This design comes from an exercise in tuning for small area and a short achievable clock period on the open sky130 flow, not from production work.
RTL that was checked went through simulation tests only; none was proved equivalent to the original.
No functional check of the RTL was part of runs 2 and 3.

===== flow/run.sh =====
#!/bin/bash
# synth_recipe.tcl (not shown) runs the flow's synth.tcl, then flattens the netlist and writes it again
# the make line also repeats each setting of config.mk as NAME=value (left out here)
make -C /OpenROAD-flow-scripts/flow DESIGN_CONFIG=/design/flow/config.mk WORK_HOME=/design/flow/orfs CLKGATE_MAP_FILE= SYNTH_SCRIPT=/design/flow/synth_recipe.tcl finish

===== flow/config.mk =====
export PLATFORM = sky130hd
export DESIGN_NAME = alu
export DESIGN_NICKNAME = alu
export VERILOG_FILES = /design/flow/design.v
export SDC_FILE = /design/flow/constraint.sdc
export NUM_CORES = 4
export LEC_CHECK = 0
export CAP_MARGIN = 20
export CORE_MARGIN = 2
export CORE_UTILIZATION = 35
export SLEW_MARGIN = 20

===== flow/constraint.sdc =====
create_clock -name core_clock -period 32.0 [get_ports {clk_p_i}]
set_input_delay 6.4000 -clock core_clock [delete_from_list [all_inputs] [get_ports {clk_p_i}]]
set_output_delay 6.4000 -clock core_clock [all_outputs]
set_load 0.01 [all_outputs]

===== flow/design.v =====
module alu(
             clk_p_i,
             reset_n_i,
             data_a_i,
             data_b_i,
             inst_i,
             data_o
             );
      input           clk_p_i;
      input           reset_n_i;
      input   [7:0]   data_a_i;
      input   [7:0]   data_b_i;
      input   [2:0]   inst_i;
      output reg  [15:0]  data_o;
      reg     [15:0]   ALU_d2_w;
      reg     [7:0]    data_a_d1_r;
      reg     [7:0]    data_b_d1_r;
      reg     [2:0]    inst_d1_r;
      always@ (*)
      begin
          case(inst_d1_r)
            3'b000:    ALU_d2_w = {{8{data_a_d1_r[7]}},data_a_d1_r}+{{8{data_b_d1_r[7]}},data_b_d1_r};
            3'b001:    ALU_d2_w = {{8{data_b_d1_r[7]}},data_b_d1_r}+~{{8{data_a_d1_r[7]}},data_a_d1_r}+1;
            3'b010:    ALU_d2_w = data_a_d1_r*data_b_d1_r;
            3'b011:    ALU_d2_w = data_a_d1_r&data_b_d1_r;
            3'b100:    ALU_d2_w = data_a_d1_r^data_b_d1_r;
            3'b101:begin 
				if(data_a_d1_r[7]) ALU_d2_w = {8'd0,~data_a_d1_r}+1;
				else ALU_d2_w = data_a_d1_r;
			end
            3'b110:    ALU_d2_w = (data_a_d1_r+data_b_d1_r)>>1;
            3'b111:begin
				if(data_a_d1_r == 8'd0) ALU_d2_w = {8'd0,data_b_d1_r};
				else ALU_d2_w = data_b_d1_r%data_a_d1_r;
			end
            default:   ALU_d2_w = 0;
          endcase
      end
      always@(posedge clk_p_i or negedge reset_n_i)
      begin
          if (reset_n_i == 1'b0)
          begin
			data_a_d1_r <= 0;
			data_b_d1_r <= 0;
			inst_d1_r <= 0;
            data_o <= 0;
          end
          else
          begin
			data_a_d1_r <= data_a_i;
			data_b_d1_r <= data_b_i;
			inst_d1_r <= inst_i;
            data_o <= ALU_d2_w;
          end
      end
endmodule

==> impl_results.rst, run 1 <==
.. list-table::
   :header-rows: 1

   * - Metric
     - Value
   * - Setup violations, final
     - 0
   * - Arrival time worst endpoint
     - 30230 ps
   * - Launch point of the worst reg-to-reg path
     - data_a_d1_r[0]
   * - I/O Pins
     - 37
   * - Post-detailed-placement cell area
     - 11200 µm²
   * - Endpoint of the lowest-slack register-to-register path
     - data_o[10]
   * - Clock skew
     - 4.28 ps
   * - Crit share post-route
     - 93.9%
   * - Clock input transition at the sequential cells of the worst setup and hold paths
     - 60 ps
   * - Row count
     - 63
   * - Setup crit start kind
     - flop
   * - Post-layout minimum cycle time
     - 30050 ps
   * - Path category of the worst min-delay check
     - flop to flop
   * - IO Port Bufs
     - 36
   * - Iteration count of the initial detailed-routing pass
     - 6
   * - Depth of the most critical reg-to-reg path
     - roughly 140
   * - CTS Hold Buffers Added
     - 0
   * - Largest fanout on the critical path
     - 10
   * - Sequential-to-total area share from yosys stat
     - 8.43%
   * - Multi-input gate area in the final layout
     - roughly 9300 µm²
   * - Crit path top cell by count
     - o21a_1
   * - Detailed-route wire length
     - 31.3 mm
   * - Violation count after the first detailed-routing iteration
     - 647
   * - Upper clock frequency limit
     - 0.0333 GHz
   * - Result of the run
     - finished clean
   * - Gpl congestion
     - ~0.91
   * - Mapped Avg Cell Area
     - 7.82 µm²
   * - Post-route cell area
     - around 12000 µm²
   * - Library cells used by synthesis
     - 98
   * - Cells after Synth
     - 1329
   * - Post-Synthesis Cell Area
     - 10400 µm²
   * - Area used by sequential logic in the layout
     - approximately 900 µm²
   * - Layout cell share with drive strength beyond 1
     - between 10 and 15%
   * - Cell with the largest stage delay on the worst path
     - or4_1
   * - Longest individual stage delay on the worst path
     - around 520 ps
   * - Via count of the first global-routing pass
     - 9519
   * - Average detailed-routed wire length per instance
     - 17.6 µm
   * - Total via count in the routed design
     - ~10000
   * - HPWL after detailed placement
     - around 24 mm
   * - Number of antenna violations at the first check in global routing
     - 1
   * - Number of maximum-capacitance violations
     - 0
   * - Remaining antenna violation count
     - 0
   * - Clock tree from TritonCTS
     - built
   * - Slew at the pin closest to its max-slew limit
     - roughly 880 ps
   * - Data required time at the worst endpoint
     - 32180 ps
   * - Number of sinks on the clock net
     - 35
   * - Clock buffers created by TritonCTS
     - 5
   * - Largest net degree at the start of global routing
     - 36
   * - Cell accounting for the most synthesized area
     - ha_1
   * - Die Span Y
     - roughly 180 µm
   * - Detailed-route DRC error count
     - 0
   * - Crit end category
     - flop
   * - Remaining max-slew budget at the tightest pin
     - 41.4%
   * - Skew-Pair Late Insertion Delay
     - ~300 ps
   * - Horizontal die dimension
     - 176 µm
   * - Top_reg_cell synth
     - dfrtp_1
   * - Share of the core filled with cells
     - 40.4%
   * - Die Footprint
     - 31100 µm²
   * - Setup slack of the most critical reg-to-reg path
     - a little under 2000 ps
   * - Most frequent standard cell in the layout excluding fill and tap cells
     - ha_1
   * - Share of the synthesized area in the top cell type
     - about a fifth
   * - Deepest clock path buffer count
     - 2
   * - Yosys warning total
     - 1
   * - Count of H-tree levels built during CTS
     - 2
   * - Number of cells on the worst hold path
     - 3
   * - Starting density of the core
     - 35.3%
   * - Vias per cell
     - approximately 5.7
   * - Ys async rst share
     - 100%
   * - Area added between synthesis and finish
     - 14.3%
   * - Post-synth EDFFs
     - 0
   * - Crit path kind
     - flop to flop
   * - CTS Root Buffer Type
     - clkbuf_16
   * - Critical Path Start
     - data_a_d1_r[0]
   * - Flip-flop and latch count after synthesis
     - 35
   * - Count of final max-slew check failures
     - 0
   * - Area inside the core boundary
     - 29400 µm²
   * - Gr usage total
     - 19.7%
   * - Last element of the critical path
     - data_o[10]
   * - Final Hold Violating Endpoints
     - 0
   * - Global-route wire length before repair
     - just under 50 mm
   * - Largest cells by area after synthesis
     - ha_1 (19%), dfrtp_1 (8.4%), fa_1 (7.7%)
   * - Most used cells in the layout excluding fill and tap cells
     - ha_1 (155), nand2_1 (113), nor2_1 (109)
   * - Number of filler instances in the final layout
     - 2995
   * - Total overflow reported by the global router
     - 0
   * - Nets
     - approximately 1600
==> critical path: cells and delay by family, from the launching register on <==
| kind | cells | cell delay [ps] |
|---|---|---|
| AND/OR/NAND/NOR | 36 | 7310 |
| AO/OA/AOI/OAI | 76 | 15520 |
| buffers and inverters | 5 | 580 |
| adder cells (fa/ha/maj) | 15 | 4340 |
| multiplexers | 5 | 1560 |
| flip-flops | 1 | 510 |
==> layer usage <==
layer | vias to the layer above | GRT usage (%) | routed length, µm | share of wire, %
li1 | 4991 | - | - | -
met1 | 4870 | 26.4 | 14600 | 47
met2 | 196 | 34.8 | 15100 | 48
met3 | 41 | 1.21 | 1000 | 3.2
met4 | 0 | 4.44 | 526 | 1.7
met5 | - | 0 | 0 | 0
==> state kept, by name (all words and copies together) (netlist names) <==
| name | count |
|---|---|
| data_a_d1_r | 8 |
| data_o | 16 |
| inst_d1_r | 3 |
| data_b_d1_r | 8 |
==> synthesized netlist by cell type (11+ instances only) <==
cell,number
a21o_1,27
a21oi_1,89
and2_1,24
clkbuf_1,27
dfrtp_1,35
fa_1,40
ha_1,155
inv_1,95
mux2_2,25
mux2i_1,15
nand2_1,113
nand2b_1,17
nand3_1,30
nand4_1,11
nor2_1,114
nor2b_1,12
nor3_1,62
o211ai_1,17
o21a_1,51
o21ai_0,60
o21bai_1,11
o31ai_1,25
or2_2,11
or3_1,16
xnor2_1,47
xor2_1,22
==> area by class of cell <==
type / count / share of cell area, %
diodes: 1 / 0.0211
clock buffers: 5 / 1.05
clock inverters: 3 / 0.390
inverters: 95 / 3.00
multi-input cells: 1167 / 78.1
flip-flops and latches: 35 / 7.42
well taps: 390 / 4.11
repair buffers: 82 / 5.90
==> cell families (layout without fill, tap and decap cells) <==
| family | after synthesis | after routing | share of synthesized area [%] |
|---|---|---|---|
| and+or+nand+nor | 449 | 450 | 21.2 |
| AOI/OAI and AO/OA | 396 | 396 | 27.5 |
| adders and majority gates | 195 | 195 | 26.4 |
| buffers and inverters | 135 | 185 | 5.18 |
| xor gates and xnor gates | 69 | 69 | 5.82 |
| muxes | 49 | 49 | 5.46 |
| DFF | 35 | 35 | 8.43 |
| other | 1 | 9 | 0.0361 |
==> repair_timing <==
item | CTS | global route
gates resized for setup | 3 | 58
buffers inserted | 2 | 21
cloned | 0 | 1
pin swaps | 0 | 13
endpoints found under the setup margin | 16 | 16
==> worst min-delay path by stage <==
stage                               from         to  slack, ps
after CTS                 data_b_d1_r[1]  data_o[1]        830
after detailed placement  data_b_d1_r[5]  data_o[5]        810
final                     data_b_d1_r[1]  data_o[1]        830
after global routing      data_b_d1_r[1]  data_o[1]        840
after global placement    data_b_d1_r[5]  data_o[5]        800
after floorplan           data_b_d1_r[0]  data_o[0]        640
==> per-stage QoR <==
| stage | instances | hold WS [ps] | setup slack [ps] | TNS, ps |
|---|---|---|---|---|
| finish | 1778 | 834 | 1950 | 0 |
| global route | 1777 | 840 | -187 | -1080 |
| CTS | 1755 | 829 | 50.6 | 0 |
| detailed placement | 1745 | 806 | -379 | -3910 |
| global placement | 1745 | 804 | 315 | 0 |
| floorplan | 1336 | 636 | 2740 | 0 |
==> inputs of run 2 (changes only) <==
==> flow/design.v (replaced) <==
module alu(
             clk_p_i,
             reset_n_i,
             data_a_i,
             data_b_i,
             inst_i,
             data_o
             );
      input           clk_p_i;
      input           reset_n_i;
      input   [7:0]   data_a_i;
      input   [7:0]   data_b_i;
      input   [2:0]   inst_i;
      output reg  [15:0]  data_o;
      reg     [7:0]    data_a_d1_r;
      reg     [7:0]    data_b_d1_r;
      reg     [2:0]    inst_d1_r;
      reg              valid_d1_r;
      wire    [7:0]    a = data_a_d1_r;
      wire    [7:0]    b = data_b_d1_r;
      wire    [2:0]    op = inst_d1_r;
      wire             inv_a = (op == 3'b001) | ((op == 3'b101) & a[7]);
      wire             use_b = (op != 3'b101);
      wire    [7:0]    x = a ^ {8{inv_a}};
      wire    [7:0]    y = b & {8{use_b}};
      wire    [8:0]    s = {1'b0, x} + {1'b0, y} + {8'd0, inv_a};
      wire             s8 = x[7] ^ y[7] ^ s[8];
      wire    [15:0]   prod = a * b;
      wire    [7:0]    r [0:8];
      assign r[0] = 8'd0;
      genvar k;
      generate
        for (k = 1; k <= 8; k = k + 1) begin : g_div
          wire [k-1:0] t;
          if (k == 1) begin : g_t1
            assign t = b[7];
          end else begin : g_tn
            assign t = {r[k-1][k-2:0], b[8-k]};
          end
          wire [k:0] d = {1'b0, t} - {1'b0, a[k-1:0]};
          wire hz;
          if (k == 8) begin : g_hz8
            assign hz = 1'b1;
          end else begin : g_hzn
            assign hz = ~|a[7:k];
          end
          wire ge = hz & ~d[k];
          if (k == 8) begin : g_r8
            assign r[k] = ge ? d[k-1:0] : t;
          end else begin : g_rn
            assign r[k] = {{(8-k){1'b0}}, (ge ? d[k-1:0] : t)};
          end
        end
      endgenerate
      wire    [7:0]    rem = r[8];
      reg     [15:0]   res;
      always @(*)
      begin
          case (op)
            3'b000,
            3'b001:  res = {{8{s8}}, s[7:0]};
            3'b010:  res = prod;
            3'b011:  res = {8'd0, a & b};
            3'b100:  res = {8'd0, a ^ b};
            3'b101:  res = {8'd0, s[7:0]};
            3'b110:  res = {8'd0, s[8:1]};
            default: res = {8'd0, rem};
          endcase
      end
      always @(posedge clk_p_i)
      begin
          data_a_d1_r <= data_a_i;
          data_b_d1_r <= data_b_i;
          inst_d1_r <= inst_i;
      end
      always @(posedge clk_p_i or negedge reset_n_i)
      begin
          if (reset_n_i == 1'b0)
          begin
              valid_d1_r <= 1'b0;
              data_o <= 16'd0;
          end
          else
          begin
              valid_d1_r <= 1'b1;
              data_o <= valid_d1_r ? res : 16'd0;
          end
      end
endmodule
==> run 2 against run 1 <==
  * Still clean
  * Die area is 43% lower
  * Critical path depth is 95 lower
  * Cell count is 47% lower
  * Via count is 49% lower
  * Global-route usage is 0.52 points lower
  * Synthesized area is 44% lower
  * Register-to-register slack better by 18000 ps
  * Utilization is 0.31 points lower
  * First-iteration DRC count is 52% lower
  * Critical endpoint is now data_o[2]
  * Largest cell class unchanged
==> impl_results.rst, run 2 <==
.. list-table::
   :header-rows: 1

   * - Metric
     - Value
   * - Result of the run
     - finished clean
   * - Detailed-route wire length
     - 16.3 mm (-48%)
   * - Setup WS post-layout
     - 20030 ps (+18080 ps)
   * - Registers with the most flip-flops
     - data_o: 16 flops, data_a_d1_r: 8 flops, data_b_d1_r: 8 flops
   * - Horizontal die dimension
     - 133 µm (-25%)
   * - Postcts setup bufs
     - 0 (-2)
   * - HPWL after detailed placement
     - 12.8 mm (-47%)
   * - Library cells used by synthesis
     - 68 (-31%)
   * - Most frequent standard cell in the layout excluding fill and tap cells
     - ha_1
   * - Number of antenna violations at the first check in global routing
     - 0 (-1)
   * - CTS Root Buffer Type
     - clkbuf_16
   * - Most used cells in the layout excluding fill and tap cells
     - ha_1 (93), inv_1 (88), nor2_1 (62)
   * - Count of H-tree levels built during CTS
     - 2 (unchanged)
   * - Number of antenna diodes
     - 0 (-1)
   * - Row count
     - 47 (-25%)
   * - Fin cells
     - 943 (-47%)
   * - Iteration count of the initial detailed-routing pass
     - 5 (-1)
   * - Die Footprint
     - 17700 µm² (-43%)
   * - Flip-flop and latch count after synthesis
     - 36 (+2.9%)
   * - Share of the synthesized area in the top cell type
     - 20.0% (+1.3 points)
   * - Total overflow reported by the global router
     - 0 (unchanged)
   * - Most instantiated cells after synthesis
     - ha_1 (93), inv_1 (88), nor2_1 (62)
   * - Post-Synthesis Cell Area
     - 5820 µm² (-44%)
   * - Post-synth EDFFs
     - 0 (unchanged)
   * - Setup violations, final
     - 0 (unchanged)
   * - Yosys warning total
     - 1 (unchanged)
   * - Longest individual stage delay on the worst path
     - 810 ps (+290 ps)
   * - Crit path top cell by count
     - ha_1
   * - Most used standard cell by instance count after synthesis
     - ha_1
   * - Clock buffers created by TritonCTS
     - 5 (unchanged)
   * - Setup slack of the most critical reg-to-reg path
     - 20030 ps (+18080 ps)
   * - Upper clock frequency limit
     - 0.0836 GHz (+150%)
   * - Clock skew
     - 5.90 ps (+1.62 ps)
   * - Cell accounting for the most synthesized area
     - ha_1
   * - IO Port Bufs
     - 36 (unchanged)
   * - Deepest clock path buffer count
     - 2 (unchanged)
   * - Nets
     - 880 (-45%)
   * - Cells after Synth
     - 691 (-48%)
   * - Skew-Pair Late Insertion Delay
     - 300 ps (about the same)
   * - Vias per cell
     - 5.44 (-4.2%)
   * - Via count of the first global-routing pass
     - 5015 (-47%)
   * - Unrepaired setup endpoints after global routing
     - no
   * - Total via count in the routed design
     - 5129 (-49%)
   * - Average detailed-routed wire length per instance
     - 17.3 µm (-1.6%)
   * - Setup TNS
     - 0 ps (unchanged)
   * - Setup crit start kind
     - flop
   * - Number of sinks on the clock net
     - 36 (+2.9%)
   * - Ys async rst share
     - 47.2% (-53 points)
   * - Quantity of gates resized following cts
     - 0 (-3)
   * - Area added between synthesis and finish
     - 12.9%
   * - Violation count after the first detailed-routing iteration
     - 311 (-52%)
   * - Detailed-route DRC error count
     - 0 (unchanged)
   * - Crit path kind
     - flop to flop
   * - Post-detailed-placement cell area
     - 6420 µm² (-43%)
   * - Global-route wire length before repair
     - 26.6 mm (-46%)
   * - Sequential-to-total area share from yosys stat
     - 13.8% (+5.4 points)
   * - Starting density of the core
     - 35.5% (+0.16 points)
   * - Final Hold Violating Endpoints
     - 0 (unchanged)
   * - Remaining max-slew budget at the tightest pin
     - 33.0% (-8.4 points)
   * - Remaining antenna violation count
     - 0 (unchanged)
   * - I/O Pins
     - 37 (unchanged)
   * - # placed instances
     - 935 (-46%)
   * - Pre-CTS setup slack
     - 20250 ps (+20630 ps)
   * - Die Span Y
     - 133 µm (-25%)
   * - Arrival time worst endpoint
     - 12160 ps (-18070 ps)
   * - Slew at the pin closest to its max-slew limit
     - 993 ps (+116 ps)
   * - Largest fanout on the critical path
     - 13 (+3)
   * - Cell with the largest stage delay on the worst path
     - o41ai_2
   * - Largest net degree at the start of global routing
     - 27 (-25%)
   * - Worst hold-check slack
     - 610 ps (-224 ps)
   * - Count of final max-slew check failures
     - 0 (unchanged)
   * - Clock input transition at the sequential cells of the worst setup and hold paths
     - 60 ps (about the same)
   * - Clock tree from TritonCTS
     - built
   * - Top reg by flops
     - data_o
   * - Crit end category
     - flop
   * - CTS Hold Buffers Added
     - 0 (unchanged)
   * - Number of flip-flops under the largest register name
     - 16 (unchanged)
   * - Top_reg_cell synth
     - dfxtp_1
   * - Crit share post-route
     - 37.4% (-57 points)
   * - Mapped Avg Cell Area
     - 8.43 µm² (+7.8%)
   * - Gpl congestion
     - 0.991 (+9.2%)
   * - Post-layout minimum cycle time
     - 11970 ps (-18080 ps)
   * - Number of maximum-capacitance violations
     - 0 (unchanged)
   * - Layout cell share with drive strength beyond 1
     - 5.26% (-7.3 points)
   * - Area inside the core boundary
     - 16400 µm² (-44%)
   * - Post-route cell area
     - 6570 µm² (-45%)
   * - Gr usage total
     - 19.2% (-0.52 points)
   * - Largest cells by area after synthesis
     - ha_1 (20%), fa_1 (15%), dfrtp_1 (7.3%)
   * - Path category of the worst min-delay check
     - flop to flop
   * - Data required time at the worst endpoint
     - 32190 ps (about the same)
[run 2: area by class of cell]
cell class | instances | area (µm²)
clock buffer | 7 | 143
clock inverter | 1 | 7.51
fill | 1675 | 9830
inverter | 90 | 338
multi-input combinational | 548 | 4610
sequential | 36 | 806
tap | 220 | 275
timing repair buffer | 41 | 398
[run 2: logic make-up (layout without fill, tap and decap cells)]
logic type / Yosys count / in the layout / synth area share (%)
multiplexers: 14 / 14 / 2.64
other: 1 / 1 / 0.0644
AO/OA/AOI/OAI: 172 / 172 / 20.8
buffers and inverters: 107 / 139 / 7.07
flip-flops: 36 / 36 / 13.8
XOR/XNOR: 36 / 36 / 5.41
adder cells (fa/ha/maj): 137 / 137 / 35.1
AND/OR/NAND/NOR: 188 / 188 / 15.0
[run 2: worst paths after layout]
path	start	endpoint	cells after the start
worst max-delay path	data_a_d1_r[6]	data_o[2]	42
worst min-delay path	valid_d1_r	data_o[2]	1
worst max register to register	data_a_d1_r[6]	data_o[2]	42
worst min register to register	valid_d1_r	data_o[2]	1
max in group asynchronous	reset_n_i	data_o[12]	1
min in group asynchronous	reset_n_i	data_o[3]	1
[run 2: stage by stage]
step	utilization [%]
floorplan	-
global placement	39.1
detailed placement	39.1
CTS	40.1
global route	40.1
finish	40.1
[run 2: critical path, delay by kind of cell, from the launching register on]
family	cells	cell delay, ps
AO/OA/AOI/OAI	16	3970
adder cells (fa/ha/maj)	7	2590
AND/OR/NAND/NOR	11	2520
multiplexers	4	1560
buffers and inverters	4	750
flip-flops	1	440
[run 2: per-layer routing]
layer	routed length (µm)	track usage, %	vias up
met5	0	0	-
met4	457	7.05	0
met3	862	3.07	37
met2	7750	32.1	157
met1	7260	25.0	2463
li1	-	-	2472
==> inputs of run 3 (changes only) <==
--- a/flow/config.mk
+++ b/flow/config.mk
@@ -7,5 +7,6 @@
 export LEC_CHECK = 0
 export CAP_MARGIN = 20
 export CORE_MARGIN = 2
-export CORE_UTILIZATION = 35
+export CORE_UTILIZATION = 65
+export PLACE_DENSITY = 0.75
 export SLEW_MARGIN = 20
==> run 3 against run 2 <==
  * Critical path depth rose by 1
  * Global-route usage rose by 14 points
  * Critical endpoint unchanged
  * Register-to-register slack got worse by 570 ps
  * Synthesized area did not move
==> impl_results.rst, run 3 <==
.. list-table::
   :header-rows: 1

   * - Metric
     - Value
   * - Result of the run
     - finished clean
   * - Post-route cell area
     - 6360 µm² (-3.2%)
   * - Detailed-route wire length
     - 15.5 mm (-5.1%)
   * - Detailed-route DRC error count
     - 0 (unchanged)
   * - Top_reg_cell synth
     - dfxtp_1
   * - Post-layout minimum cycle time
     - 12530 ps (+565 ps)
   * - Via count of the first global-routing pass
     - 5284 (+5.4%)
   * - # placed instances
     - 821 (-12%)
   * - Most frequent standard cell in the layout excluding fill and tap cells
     - ha_1
   * - Number of maximum-capacitance violations
     - 0 (unchanged)
   * - Setup TNS
     - 0 ps (unchanged)
   * - Count of final max-slew check failures
     - 0 (unchanged)
   * - Skew-Pair Late Insertion Delay
     - 290 ps (about the same)
   * - Count of H-tree levels built during CTS
     - 2 (unchanged)
   * - I/O Pins
     - 37 (unchanged)
   * - Violation count after the first detailed-routing iteration
     - 445 (+43%)
   * - Clock input transition at the sequential cells of the worst setup and hold paths
     - 80 ps (+20 ps)
   * - HPWL after detailed placement
     - 12.5 mm (-2.4%)
   * - Post-Synthesis Cell Area
     - 5820 µm² (unchanged)
   * - Mapped Avg Cell Area
     - 8.43 µm² (unchanged)
   * - Global-route wire length before repair
     - 26.1 mm (-1.8%)
   * - Horizontal die dimension
     - 98.7 µm (-26%)
   * - Gpl congestion
     - 0.932 (-5.9%)
   * - Crit share post-route
     - 39.2% (+1.8 points)
   * - Row count
     - 34 (-28%)
   * - Largest cells by area after synthesis
     - ha_1 (20%), fa_1 (15%), dfrtp_1 (7.3%)
   * - Ys async rst share
     - 47.2% (unchanged)
   * - Arrival time worst endpoint
     - 12720 ps (+560 ps)
   * - Nets
     - 878 (-0.23%)
   * - Starting density of the core
     - 66.8% (+31 points)
   * - Crit path top cell by count
     - a21oi_1
   * - Clock tree from TritonCTS
     - built
   * - Flip-flop and latch count after synthesis
     - 36 (unchanged)
   * - Most instantiated cells after synthesis
     - ha_1 (93), inv_1 (88), nor2_1 (62)
   * - Area added between synthesis and finish
     - 9.24%
   * - Met1 WL
     - 6.39 mm (-12%)
   * - Vias per cell
     - 6.33 (+16%)
   * - Pre-CTS setup slack
     - 19790 ps (-459 ps)
   * - Yosys warning total
     - 1 (unchanged)
   * - Setup crit start kind
     - flop
   * - Path category of the worst min-delay check
     - flop to flop
   * - Number of antenna violations at the first check in global routing
     - 0 (unchanged)
   * - Post-synth EDFFs
     - 0 (unchanged)
   * - Gr usage total
     - 33.4% (+14 points)
   * - Remaining antenna violation count
     - 0 (unchanged)
   * - Cell accounting for the most synthesized area
     - ha_1
   * - Crit end category
     - flop
   * - Die Footprint
     - 9730 µm² (-45%)
   * - Iteration count of the initial detailed-routing pass
     - 5 (unchanged)
   * - CTS Hold Buffers Added
     - 0 (unchanged)
   * - Share of the synthesized area in the top cell type
     - 20.0% (unchanged)
   * - Met3 routed wirelength
     - 1.03 mm (+20%)
   * - Sequential-to-total area share from yosys stat
     - 13.8% (unchanged)
   * - Crit path kind
     - flop to flop
   * - Longest individual stage delay on the worst path
     - 810 ps (about the same)
   * - Largest net degree at the start of global routing
     - 27 (unchanged)
   * - Upper clock frequency limit
     - 0.0798 GHz (-4.5%)
   * - Deepest clock path buffer count
     - 2 (unchanged)
   * - Quantity of gates resized following cts
     - 0 (unchanged)
   * - Uppermost layer routed
     - met4
   * - Most used cells in the layout excluding fill and tap cells
     - ha_1 (93), inv_1 (88), nor2_1 (62)
   * - Number of antenna diodes
     - 0 (unchanged)
   * - Registers with the most flip-flops
     - data_o: 16 flops, data_a_d1_r: 8 flops, data_b_d1_r: 8 flops
   * - Library cells used by synthesis
     - 68 (unchanged)
   * - Setup WS post-layout
     - 19470 ps (-565 ps)
   * - Postcts setup bufs
     - 0 (unchanged)
   * - Total met2 wirelength after detailed routing
     - 7.58 mm (-2.1%)
   * - Fin cells
     - 829 (-12%)
   * - Data required time at the worst endpoint
     - 32190 ps (about the same)
   * - Area inside the core boundary
     - 8720 µm² (-47%)
   * - Total via count in the routed design
     - 5244 (+2.2%)
   * - Area used by sequential logic in the layout
     - 806 µm² (unchanged)
   * - Layout cell share with drive strength beyond 1
     - 4.99% (-0.26 points)
   * - IO Port Bufs
     - 36 (unchanged)
   * - Largest fanout on the critical path
     - 11 (-2)
   * - Cells after Synth
     - 691 (unchanged)
   * - Number of sinks on the clock net
     - 36 (unchanged)
   * - Most used standard cell by instance count after synthesis
     - ha_1
   * - CTS Root Buffer Type
     - clkbuf_8
   * - Top reg by flops
     - data_o
   * - Unrepaired setup endpoints after global routing
     - no
   * - Multi-input gate area in the final layout
     - 4610 µm² (unchanged)
   * - Post-detailed-placement cell area
     - 6270 µm² (-2.4%)
   * - Remaining max-slew budget at the tightest pin
     - 32.7% (-0.38 points)
   * - Worst hold-check slack
     - 612 ps (+2.24 ps)
   * - Final Hold Violating Endpoints
     - 0 (unchanged)
   * - Die Span Y
     - 98.7 µm (-26%)
   * - Slew at the pin closest to its max-slew limit
     - 999 ps (+5.61 ps)
   * - Number of filler instances in the final layout
     - 705 (-58%)
   * - Average detailed-routed wire length per instance
     - 18.7 µm (+7.9%)
   * - Cell with the largest stage delay on the worst path
     - o41ai_2
   * - Total overflow reported by the global router
     - 0 (unchanged)
   * - Number of flip-flops under the largest register name
     - 16 (unchanged)
   * - Setup violations, final
     - 0 (unchanged)
   * - Clock buffers created by TritonCTS
     - 5 (unchanged)
   * - Clock skew
     - 7.52 ps (+1.62 ps)
[run 3: worst paths after layout]
kind / slack, ps / cells past startpoint / start / to
max in group asynchronous: 24980 / 1 / reset_n_i / data_o[5]
max reg2reg: 19470 / 43 / data_a_d1_r[6] / data_o[2]
max: 19470 / 43 / data_a_d1_r[6] / data_o[2]
min reg2reg: 610 / 1 / valid_d1_r / data_o[2]
min in group asynchronous: 6550 / 1 / reset_n_i / data_o[11]
min: 610 / 1 / valid_d1_r / data_o[2]
[run 3: logic make-up after synthesis]
kind of cell,Yosys count,synth area share [%]
buffers and inverters,107,7.07
other,1,0.0644
multiplexers,14,2.64
flip-flops,36,13.8
AND/OR/NAND/NOR,188,15.0
XOR/XNOR,36,5.41
AO/OA/AOI/OAI,172,20.8
adder cells (fa/ha/maj),137,35.1
[run 3: final cells by class]
cell class | count | share of cell area, %
multi-input combinational | 548 | 72.4
tap | 108 | 2.12
clock buffer | 7 | 1.36
sequential | 36 | 12.7
clock inverter | 1 | 0.118
timing repair buffer | 39 | 6.02
inverter | 90 | 5.31
[run 3: critical path, delay by kind of cell (launching register included)]
kind | cells | cell delay [ps]
AO/OA/AOI/OAI | 15 | 4030
adder cells (fa/ha/maj) | 7 | 2730
buffers and inverters | 4 | 790
flip-flops | 1 | 440
multiplexers | 5 | 1780
AND/OR/NAND/NOR | 12 | 2630
[run 3: per-stage QoR]
stage | util, %
after floorplan | -
after global placement | 71.9
after detailed placement | 71.9
after CTS | 72.9
after global routing | 72.9
final | 72.9
[run 3: layer usage]
layer	GRT usage, %	vias to the layer above
li1	-	2467
met1	44.3	2499
met2	57.2	236
met3	3.19	42
met4	11.9	0
met5	0	-

what the ideal ports hide:
The flow's constraints put no driver on any port. The routed layouts listed below were extracted and timed again, unchanged, in two steps.
Step 1 sets driving cells, clkbuf_16 on the clock port and buf_2 on the other inputs (assumed; they add their load-dependent delay and slew).
Step 2 moves the port delays by t, midway between the first and last clock arrival at a register: inputs arrive t later, outputs are due t later. That takes back most of the time a late clock gives input paths.
Slacks: ideal ports / drivers / drivers and shift; pairs: ideal ports / drivers.
run | t, ns | setup WS [ns] | hold WS [ns] | latest minus earliest clock arrival (ns) | worst data-port slew with drivers (ns)
run 1 | 0.332 | 1.951 / 1.951 / 1.951 | 0.834 / 0.834 / 0.834 | 0.005 / 0.005 | 0.04
run 2 | 0.338 | 20.031 / 20.031 / 20.031 | 0.610 / 0.610 / 0.610 | 0.006 / 0.007 | 0.05
run 3 | 0.323 | 19.466 / 19.466 / 19.466 | 0.612 / 0.612 / 0.612 | 0.008 / 0.008 | 0.04
After both steps every run listed still meets setup and hold.
